This is an optimization exercise on Yosys and OpenROAD, whose aim is small area, a short achievable clock period and few clock cycles per item, not a production implementation. Where RTL was checked, it was by simulation tests only, not by an equivalence proof against the original.

Design expression_solver, start of the top module:
module expression_solver
(
    input clk,
    input rst,
    input start,
    input [7:0] X,
    input [15:0] A,
    input [15:0] B,
    input [15:0] C,
    output [15:0] result,
    output zero,
    output overflow,
    output completed
);
Size in the first run: about 430 cells after synthesis, roughly 18 flip-flops, ~78 I/O pins, roughly 3800 um^2 of cells after synthesis.
Settings: LEC_CHECK=0, CAP_MARGIN=20, CORE_MARGIN=2, CORE_UTILIZATION=40, SETUP_SLACK_MARGIN=2.5, SLEW_MARGIN=20, SYNTH_HIERARCHICAL=1, SYNTH_MINIMUM_KEEP_SIZE=0; clock period 11.0 ns.
standard.sh (not shown) runs the stock make flow with config.mk's settings and CLKGATE_MAP_FILE= SYNTH_SCRIPT=/design/flow/synth_recipe.tcl, a recipe that flattens the netlist after the stock synthesis.
==> flow/flow/run.sh <==
#!/bin/bash
# The standard layout, with the port buffers made from the smallest buffer
# (buf_1) instead of the delay buffer buffer_ports picks by default; the
# resizer still upsizes them where timing, slew or load ask for it.
set -euo pipefail
export BUFFER_PORTS_ARGS="-buffer_cell sky130_fd_sc_hd__buf_1"
bash standard.sh > standard_finish.log 2>&1
==> next run, changes <==
--- a/flow/design.v
+++ b/flow/design.v
@@ -27,14 +27,14 @@
         end else begin
             if (start) busy <= 1'b1;
             done <= busy;
         end
     end
     wire [15:0] m = busy ? T : A;
-    wire [7:0] x = X;
-    wire [15:0] kn = ~(busy ? C : B);
+    wire [7:0] x = done ? 8'd1 : X;
+    wire [15:0] kn = ~(done ? 16'd0 : busy ? C : B);
     wire pp_0_0 = ~(x[0] & m[0]);
     wire pp_0_1 = ~(x[0] & m[1]);
     wire pp_0_2 = ~(x[0] & m[2]);
     wire pp_0_3 = ~(x[0] & m[3]);
     wire pp_0_4 = ~(x[0] & m[4]);
     wire pp_0_5 = ~(x[0] & m[5]);
@@ -293,15 +293,15 @@
     wire s159, c160;
     fa fa_s159 (s102, c129, s130, s159, c160);
     wire s161 = s105 ^ c131 ^ s132;
     wire [15:0] r0 = {~c160, ~c158, ~c156, ~c154, ~c152, ~c150, ~c148, ~c146, ~c144, ~c142, ~c140, ~c138, ~c136, ~c134, ~s133, ~pp_0_0};
     wire [15:0] r1 = {~s161, ~s159, ~s157, ~s155, ~s153, ~s151, ~s149, ~s147, ~s145, ~s143, ~s141, ~h139, ~h137, ~h135, 1'b0, ~kn[0]};
     wire [15:0] y = r0 + r1;
-    assign result = done ? T : y;
-    assign zero = ~|result;
+    assign result = y;
+    assign zero = ~|y;
     always @(posedge clk)
     begin
-        T <= result;
+        T <= y;
     end
     assign completed = busy;
     assign overflow = 1'b0;
 endmodule
After rerunning: Setup slack is better by 40 ps; synthesized cell count goes down by about 2.8%; routed wire length grows by about 10%; die area is lower by 0.34%; via count hardly moves; count of clock-buffer cells in the layout stays the same.
No run of this note included a check of the RTL's function; only the layout flow was run.

## fjord
expression_solver, a different RTL version from the one above (not shown whole).
Size: ~380 cells after synthesis, ~78 I/O pins, roughly 3900 um^2 of cells after synthesis.
## expression_solver
module expression_solver
(
    input clk,
    input rst,
    input start,
    input [7:0] X,
    input [15:0] A,
    input [15:0] B,
    input [15:0] C,
    output [15:0] result,
    output zero,
    output overflow,
    output completed
);
Settings: LEC_CHECK=0, CAP_MARGIN=20, CORE_MARGIN=2, CORE_UTILIZATION=40, SETUP_SLACK_MARGIN=2, SLEW_MARGIN=20, SYNTH_HIERARCHICAL=1, SYNTH_MINIMUM_KEEP_SIZE=0; clock period 11.0 ns.
Scripts as last shown in full above: flow/flow/run.sh
Testbench counts of fjord, summed over its fixed seeds: cycles 2,400, items 1,200.
Inputs modified between fjord and quartz:
diff --git a/flow/design.v b/flow/design.v
--- a/flow/design.v
+++ b/flow/design.v
@@ -191,30 +191,30 @@
     wire s56 = pp_3_12 ^ pp_4_11 ^ pp_5_10;
     wire s57 = pp_6_9 ^ pp_7_8 ^ kn[15];
     wire s58, c59;
     fa fa_s58 (pp_0_3, pp_1_2, pp_2_1, s58, c59);
     wire s60, c61;
     fa fa_s60 (pp_0_4, pp_1_3, pp_2_2, s60, c61);
     wire s62, c63;
     fa fa_s62 (pp_3_1, pp_4_0, kn[4], s62, c63);
     wire s64, c65;
     fa fa_s64 (pp_3_2, pp_4_1, pp_5_0, s64, c65);
-    wire h66, c67;
-    fa fa_h66 (kn[5], s1, 1'b1, h66, c67);
+    wire h66 = ~(kn[5] ^ s1);
+    wire c67 = kn[5] | s1;
     wire s68, c69;
     fa fa_s68 (pp_6_0, kn[6], c2, s68, c69);
-    wire h70, c71;
-    fa fa_h70 (s3, s5, 1'b1, h70, c71);
+    wire h70 = ~(s3 ^ s5);
+    wire c71 = s3 | s5;
     wire s72, c73;
     fa fa_s72 (c4, c6, s7, s72, c73);
-    wire h74, c75;
-    fa fa_h74 (s9, s11, 1'b1, h74, c75);
+    wire h74 = ~(s9 ^ s11);
+    wire c75 = s9 | s11;
     wire s76, c77;
     fa fa_s76 (c10, c8, s13, s76, c77);
     wire s78, c79;
     fa fa_s78 (s15, c12, s17, s78, c79);
     wire s80, c81;
     fa fa_s80 (c14, c16, s19, s80, c81);
     wire s82, c83;
     fa fa_s82 (s21, c18, s23, s82, c83);
     wire s84, c85;
     fa fa_s84 (c20, c22, s25, s84, c85);
@@ -240,52 +240,52 @@
     wire s105 = s56 ^ c54 ^ s57;
     wire s106, c107;
     fa fa_s106 (pp_0_2, pp_1_1, pp_2_0, s106, c107);
     wire s108, c109;
     fa fa_s108 (pp_3_0, kn[3], s58, s108, c109);
     wire s110, c111;
     fa fa_s110 (c59, s60, s62, s110, c111);
     wire s112, c113;
     fa fa_s112 (c61, s64, c63, s112, c113);
     wire s114, c115;
-    fa fa_s114 (c65, c67, s68, s114, c115);
+    fa fa_s114 (c65, c67, h70, s114, c115);
     wire s116, c117;
-    fa fa_s116 (c69, c71, s72, s116, c117);
+    fa fa_s116 (c69, c71, h74, s116, c117);
     wire s118, c119;
-    fa fa_s118 (c73, s76, c75, s118, c119);
+    fa fa_s118 (c73, c75, s76, s118, c119);
     wire s120, c121;
     fa fa_s120 (c77, s80, c79, s120, c121);
     wire s122, c123;
     fa fa_s122 (c81, s84, c83, s122, c123);
     wire s124, c125;
     fa fa_s124 (c85, s88, c87, s124, c125);
     wire s126, c127;
     fa fa_s126 (c89, s92, c91, s126, c127);
     wire s128, c129;
     fa fa_s128 (c93, s96, c95, s128, c129);
     wire s130, c131;
     fa fa_s130 (c97, s100, c99, s130, c131);
     wire s132 = c101 ^ s104 ^ c103;
     wire s133, c134;
     fa fa_s133 (pp_0_1, pp_1_0, kn[1], s133, c134);
-    wire h135, c136;
-    fa fa_h135 (kn[2], s106, 1'b1, h135, c136);
-    wire h137, c138;
-    fa fa_h137 (c107, s108, 1'b1, h137, c138);
-    wire h139, c140;
-    fa fa_h139 (c109, s110, 1'b1, h139, c140);
+    wire h135 = ~(kn[2] ^ s106);
+    wire c136 = kn[2] | s106;
+    wire h137 = ~(c107 ^ s108);
+    wire c138 = c107 | s108;
+    wire h139 = ~(c109 ^ s110);
+    wire c140 = c109 | s110;
     wire s141, c142;
     fa fa_s141 (h66, c111, s112, s141, c142);
     wire s143, c144;
-    fa fa_s143 (c113, h70, s114, s143, c144);
+    fa fa_s143 (s68, c113, s114, s143, c144);
     wire s145, c146;
-    fa fa_s145 (h74, c115, s116, s145, c146);
+    fa fa_s145 (s72, c115, s116, s145, c146);
     wire s147, c148;
     fa fa_s147 (s78, c117, s118, s147, c148);
     wire s149, c150;
     fa fa_s149 (s82, c119, s120, s149, c150);
     wire s151, c152;
     fa fa_s151 (s86, c121, s122, s151, c152);
     wire s153, c154;
     fa fa_s153 (s90, c123, s124, s153, c154);
     wire s155, c156;
     fa fa_s155 (s94, c125, s126, s155, c156);
==> run notes <==
fjord → quartz: number of combinational gates with multiple inputs went down 0.88%; fraction of area in multi-input gates shows a reduction of 2.0 points. In the tables for fjord and quartz, routed length per instance reads lower with quartz. [compare] base=fjord new=quartz: starting utilization of the core area grew by 0.26 points, wire length grew by 2.1%.
No functional check of the RTL was part of quartz.

==> re-timing with driven ports <==
How much do the figures lean on ideal ports? The routed layouts below were timed once more, with nothing changed but the port constraints.
Step 1, drivers: a clkbuf_16 drives clk and a buf_2 each remaining input, both assumed.
Step 2 moves the port delays by t, midway between the first and last clock arrival at a register: inputs arrive t later, outputs are due t later. That takes back most of the time a late clock gives input paths.
Three values: ideal ports, drivers, drivers and shift; two values: the first two.
| run | shift t [ns] | setup WS [ns] | worst hold slack (ns) | clock arrival spread, ns |
|---|---|---|---|---|
| the first run of note 1 | 0.278 | 2.082 / 2.058 / 2.058 | 0.518 / 0.518 / 0.518 | 0.005 / 0.006 |
| the second run of note 1 | 0.280 | 2.123 / 2.078 / 2.078 | 0.896 / 0.896 / 0.896 | 0.002 / 0.002 |
| fjord | 0.284 | 2.216 / 2.194 / 2.194 | 0.500 / 0.500 / 0.500 | 0.003 / 0.002 |
| quartz | 0.289 | 2.253 / 2.229 / 2.229 | 0.500 / 0.500 / 0.500 | 0.005 / 0.004 |
After both steps setup and hold are still met in every run listed. The setup slack of the second run of note 1, which loses most, moves by -0.045 ns with the drivers and by -0.045 ns with both steps.
